Source: an optimization exercise on an open RTL-to-GDS flow (aim: small area and a short achievable clock period). Production flows keep margins and buffers that such runs may drop. Only simulation tests tie the RTL to the original design; equivalence was not proved.

==> design.v <==
module mult #(
    parameter DATA_WIDTH      = 6,
    parameter TAP_COEFF_WIDTH = 6
)(
    input  signed [DATA_WIDTH-1:0]      in,
    output signed [DATA_WIDTH-1:0]      out,
    input  signed [TAP_COEFF_WIDTH-1:0] tap_coeff
);
logic signed [TAP_COEFF_WIDTH + DATA_WIDTH - 2 : 0] mult_out;  
assign mult_out = ($signed(in) * $signed(tap_coeff));
assign out = $signed(mult_out[TAP_COEFF_WIDTH + DATA_WIDTH - 2 : TAP_COEFF_WIDTH - 1]);
endmodule
module add_sat #(
    parameter DATA_WIDTH = 6,
    parameter NUM_TAPS   = 2
)(
    input         [NUM_TAPS-1:0][DATA_WIDTH-1:0] in,
    output signed [DATA_WIDTH-1:0] out
);
localparam PAD_WIDTH = $clog2(NUM_TAPS);
logic signed [PAD_WIDTH+DATA_WIDTH-1:0] sum;
logic signed [DATA_WIDTH-1:0] sum_sat;
always @(*) begin
	sum = '0;
	for (integer i=0; i<NUM_TAPS; i+=1) begin
		sum += $signed(in[i]);
	end  
end  
always @(*) begin
	if      (sum >= $signed(  'b1 << (DATA_WIDTH-1)))  sum_sat = $signed(~('b1 << (DATA_WIDTH-1)));
	else if (sum <  $signed(-('b1 << (DATA_WIDTH-1)))) sum_sat = $signed(  'b1 << (DATA_WIDTH-1) );
	else                                               sum_sat = $signed(sum[DATA_WIDTH-1:0]);
end  
assign out = sum_sat;
endmodule
module fir_direct_nom #(
    parameter DATA_WIDTH      = 5,
    parameter TAP_COEFF_WIDTH = 5,
    parameter NUM_TAPS        = 50
)(
    input                               clk,
    input                               rst,
    input  signed [DATA_WIDTH-1:0]      in,
    output signed [DATA_WIDTH-1:0]      out,
    input  [NUM_TAPS*TAP_COEFF_WIDTH-1:0] tap_coeffs
);
logic [NUM_TAPS-1:0][DATA_WIDTH-1:0] in_flopped;
logic [NUM_TAPS-1:0][DATA_WIDTH-1:0] mult_out;
logic signed [DATA_WIDTH-1:0] out_pre_flopped, out_flopped;
logic [NUM_TAPS-1:0][TAP_COEFF_WIDTH-1:0] tap_coeffs_flopped;
always @ (posedge clk or posedge rst) begin
    if (rst) begin
        out_flopped <= '0;
        for (integer i=0; i<NUM_TAPS; i+=1) begin
            tap_coeffs_flopped[i] <= '0;
            in_flopped[i]         <= '0;
        end  
    end  
    else begin
        in_flopped[0]         <= in;
        out_flopped           <= out_pre_flopped;
        tap_coeffs_flopped[0] <= tap_coeffs[0 +: TAP_COEFF_WIDTH];
        for (integer i=1; i<NUM_TAPS; i+=1) begin
            tap_coeffs_flopped[i] <= tap_coeffs[TAP_COEFF_WIDTH*i +: TAP_COEFF_WIDTH];
            in_flopped[i]         <= in_flopped[i-1];
        end  
    end  
end  
assign out = out_flopped;
genvar i;
for (i=0; i<NUM_TAPS; i=i+1) begin: mult
    mult #(
        .DATA_WIDTH(DATA_WIDTH),
        .TAP_COEFF_WIDTH(TAP_COEFF_WIDTH)
    ) mult (
        .in(in_flopped[i]),
        .out(mult_out[i]),
        .tap_coeff(tap_coeffs_flopped[i])
    );
end  
add_sat #(
    .DATA_WIDTH(DATA_WIDTH),
    .NUM_TAPS(NUM_TAPS)
) add_sat (
    .in(mult_out),
    .out(out_pre_flopped)
);
endmodule
==> run.sh <==
#!/bin/bash
# synth_recipe.tcl (not shown) runs the flow's synth.tcl, then flattens the netlist and writes it again
# the make line also repeats each setting of config.mk as NAME=value (left out here)
make -C /OpenROAD-flow-scripts/flow DESIGN_CONFIG=/design/flow/config.mk WORK_HOME=/design/flow/orfs CLKGATE_MAP_FILE= SYNTH_SCRIPT=/design/flow/synth_recipe.tcl finish
==> config.mk <==
export PLATFORM = sky130hd
export DESIGN_NAME = fir_direct_nom
export DESIGN_NICKNAME = fir_direct_nom
export VERILOG_FILES = /design/flow/design.v
export SDC_FILE = /design/flow/constraint.sdc
export NUM_CORES = 4
export LEC_CHECK = 0
export CAP_MARGIN = 20
export CORE_MARGIN = 2
export CORE_UTILIZATION = 40
export SLEW_MARGIN = 20
==> constraint.sdc <==
create_clock -name core_clock -period 12.0 [get_ports {clk}]
set_input_delay 2.4000 -clock core_clock [delete_from_list [all_inputs] [get_ports {clk}]]
set_output_delay 2.4000 -clock core_clock [all_outputs]
set_load 0.01 [all_outputs]
==> summary.txt <==
-- kinds of logic (layout without fill, tap and decap cells) --
kind of cell / Yosys count / count (layout) / share of synthesized area (%)
other: 0 / 1 / 0
AOI/OAI and AO/OA: 378 / 378 / 3.900
xor gates and xnor gates: 524 / 524 / 8.005
adders and majority gates: 1568 / 1568 / 47.48
and+or+nand+nor: 1282 / 1282 / 11.38
DFF: 505 / 505 / 21.97
buffers and inverters: 1099 / 1493 / 7.172
muxes: 5 / 5 / 0.09353
-- through the flow --
step,cells,cell area [um2]
finish,7659,65090
CTS,7658,65090
global route,7658,65090
detailed placement,7530,62590
global placement,7530,62590
floorplan,5361,57530
-- synthesized netlist by cell type (all sizes together) (3+ instances only) --
cell and count:
nor2b 10, nor4 4, ha 543, xnor2 429, and2 396, and3b 13, o21bai 4, nor2 48
mux2 3, o21ai 104, nand4 34, nand2b 186, fa 1025, a41o 10, a21o 89, a21oi 159
a211oi 5, or2 3, xor2 95, nand3 13, dfrtp 505, nand2 562, inv 1098
-- path summary, 6_finish.rpt --
path / from / cells after the start / end
worst max-delay path: in_flopped[3] / 34 / out_flopped[2]
worst min-delay path: in_flopped[240] / 0 / in_flopped[245]
worst max register to register: in_flopped[3] / 34 / out_flopped[2]
worst min register to register: in_flopped[240] / 0 / in_flopped[245]
max in group asynchronous: rst / 4 / tap_coeffs_flopped[21]
min in group asynchronous: rst / 3 / tap_coeffs_flopped[170]
-- layout make-up --
type                            count  share of cell area [%]
Inverter                         1098                   6.337
Tap cell                         1903                   3.658
Multi-Input combinational cell   3757                   62.61
Clock buffer                       85                   2.949
Clock inverter                     43                  0.9034
Antenna cell                        1                0.003844
Sequential cell                   505                   19.41
Timing Repair Buffer              267                   4.121
-- registers in the layout (all words and copies together), names as in the netlist --
name / cells
in_flopped: 250
tap_coeffs_flopped: 250
out_flopped: 5
-- metal layers --
metal  vias up  global-route usage [%]
met1     18570                   24.32
li1      16890                       -
met3       161                   2.726
met5         -                       0
met4         0                   5.927
met2       523                   30.51
==> summary.txt <==
Ys Warns 2; first-pass GRT wire length 211100 um; CP Launch Type register; met3 wire length roughly 4800 um; average cell area after synthesis about 11 um2; Chip Width roughly 380 um; DRT iter0 DRCs between 1500 and 2000; initial antenna violation count 1; #FFs+latches synth between 500 and 600; Clk pin slew, worst setup/hold paths 60 ps; Seq/Total Area, Yosys around 22%; Routed met1 length 54940 um; highest routed layer met4; filler cell count between 10000 and 15000; status complete, no violations; Syn-to-layout area delta 13.17%; vias per cell about 4.7; dpl ws between 500 and 600 ps; area occupied by multi-input gates 40760 um2; area leader, netlist fa_1; fin crit share around 96%; post-synthesis net count just over 7000; max cap viols 0; Post-route DRC 0; NumNets Final approximately 7500; via count of the first global-routing pass 39820; Area contributors post-synth fa_1, dfrtp_1, ha_1; post-synth cell types 48; postcts setup bufs 0; fraction of layout cells with a size suffix above 1 approximately 2.6%; Mapped Area 57520 um2; CTS Sinks about 500; Synth async-reset ratio 100.0%; CP arrival ~12000 ps; Clock Latency Late Sink 670 ps; Final ANT Viol Nets 0; Worst Tran Pin Value between 900 and 1000 ps; Data required, critical path about 13000 ps; met2 wire length a little over 60000 um; clk_skew 31.35 ps; crit path kind reg2reg; Final WS setup between 500 and 600 ps; GR Util All Layers between 15 and 20%; Congestion Overflow GR 0; Post-synth EDFFs 0; final core occ between 40% and 50%; final hold violation count 0; Root Driver clkbuf_16; CTS tree done; Hold Worst Slack 443.4 ps; CP Max Fanout 6; DP HPWL 106300 um; fin crit period roughly 11000 ps; Hold Path Class reg2reg; Max Transition Viols Final 0; num ports between 200 and 300; RSZ-0062 raised after global routing false; FF+latch area approximately 13000 um2; drt wl/cell between 15 and 20 um; WP buf/inv 7; CP Capture Type register; most used cell, CP fa_1; Max Fclk approximately 87 MHz; Post-Route Setup TNS 0 ps; core area approximately 140000 um2; H-tree Lvls 3; largest net degree at the start of global routing ~150; post-synth top area share 35.67%; PostCTS Resize Cnt 0; Longest Clk Path Bufs 3; total CTS buffers 70; vias after detailed routing approximately 36000; ys flop type dfrtp_1; Crit path largest cell delay between 600 and 700 ps; first drt pass iteration count 7; commonest cells after routing, fill and taps aside inv_1, fa_1, nand2_1; Chip Height between 300 and 400 um; row cnt approximately 140; CTS Hold Buffers Added 0; # port buffers 261; Synth Instances roughly 5400; Total Wirelength around 130000 um; Setup violations, final 0; most common cell after layout, fill and taps aside inv_1; final RePlAce weighted congestion roughly 0.85; die area between 100000 and 150000 um2; Slowest-stage cell, CP o311ai_1; CP top delay family adder cells; reg-to-reg slack, setup around 530 ps; relative slew slack 39.91%; initial core utilization 40.19%

==> static timing again, ports no longer ideal <==
The flow's constraints put no driver on any port. The routed layout listed below was extracted and timed again, unchanged, in two steps. Step 1: set_driving_cell puts a clkbuf_16 on clk and a buf_2 on each other input, an assumption about the parent block. Step 2, shift: input delay + t, output delay - t, t = (earliest + latest rising clock arrival at the registers) / 2. This alone moves slack from input paths to output paths. Slacks: no drivers / after step 1 / after step 2; pairs: no drivers / after step 1.
t, ns: 0.740
slack for setup (ns): 0.528 / 0.528 / 0.528
clock arrival spread, ns: 0.043 / 0.043
After both steps this run still meets setup and hold. For this run, drivers alone change the setup slack by 0.000 ns; drivers and shift together by 0.000 ns.
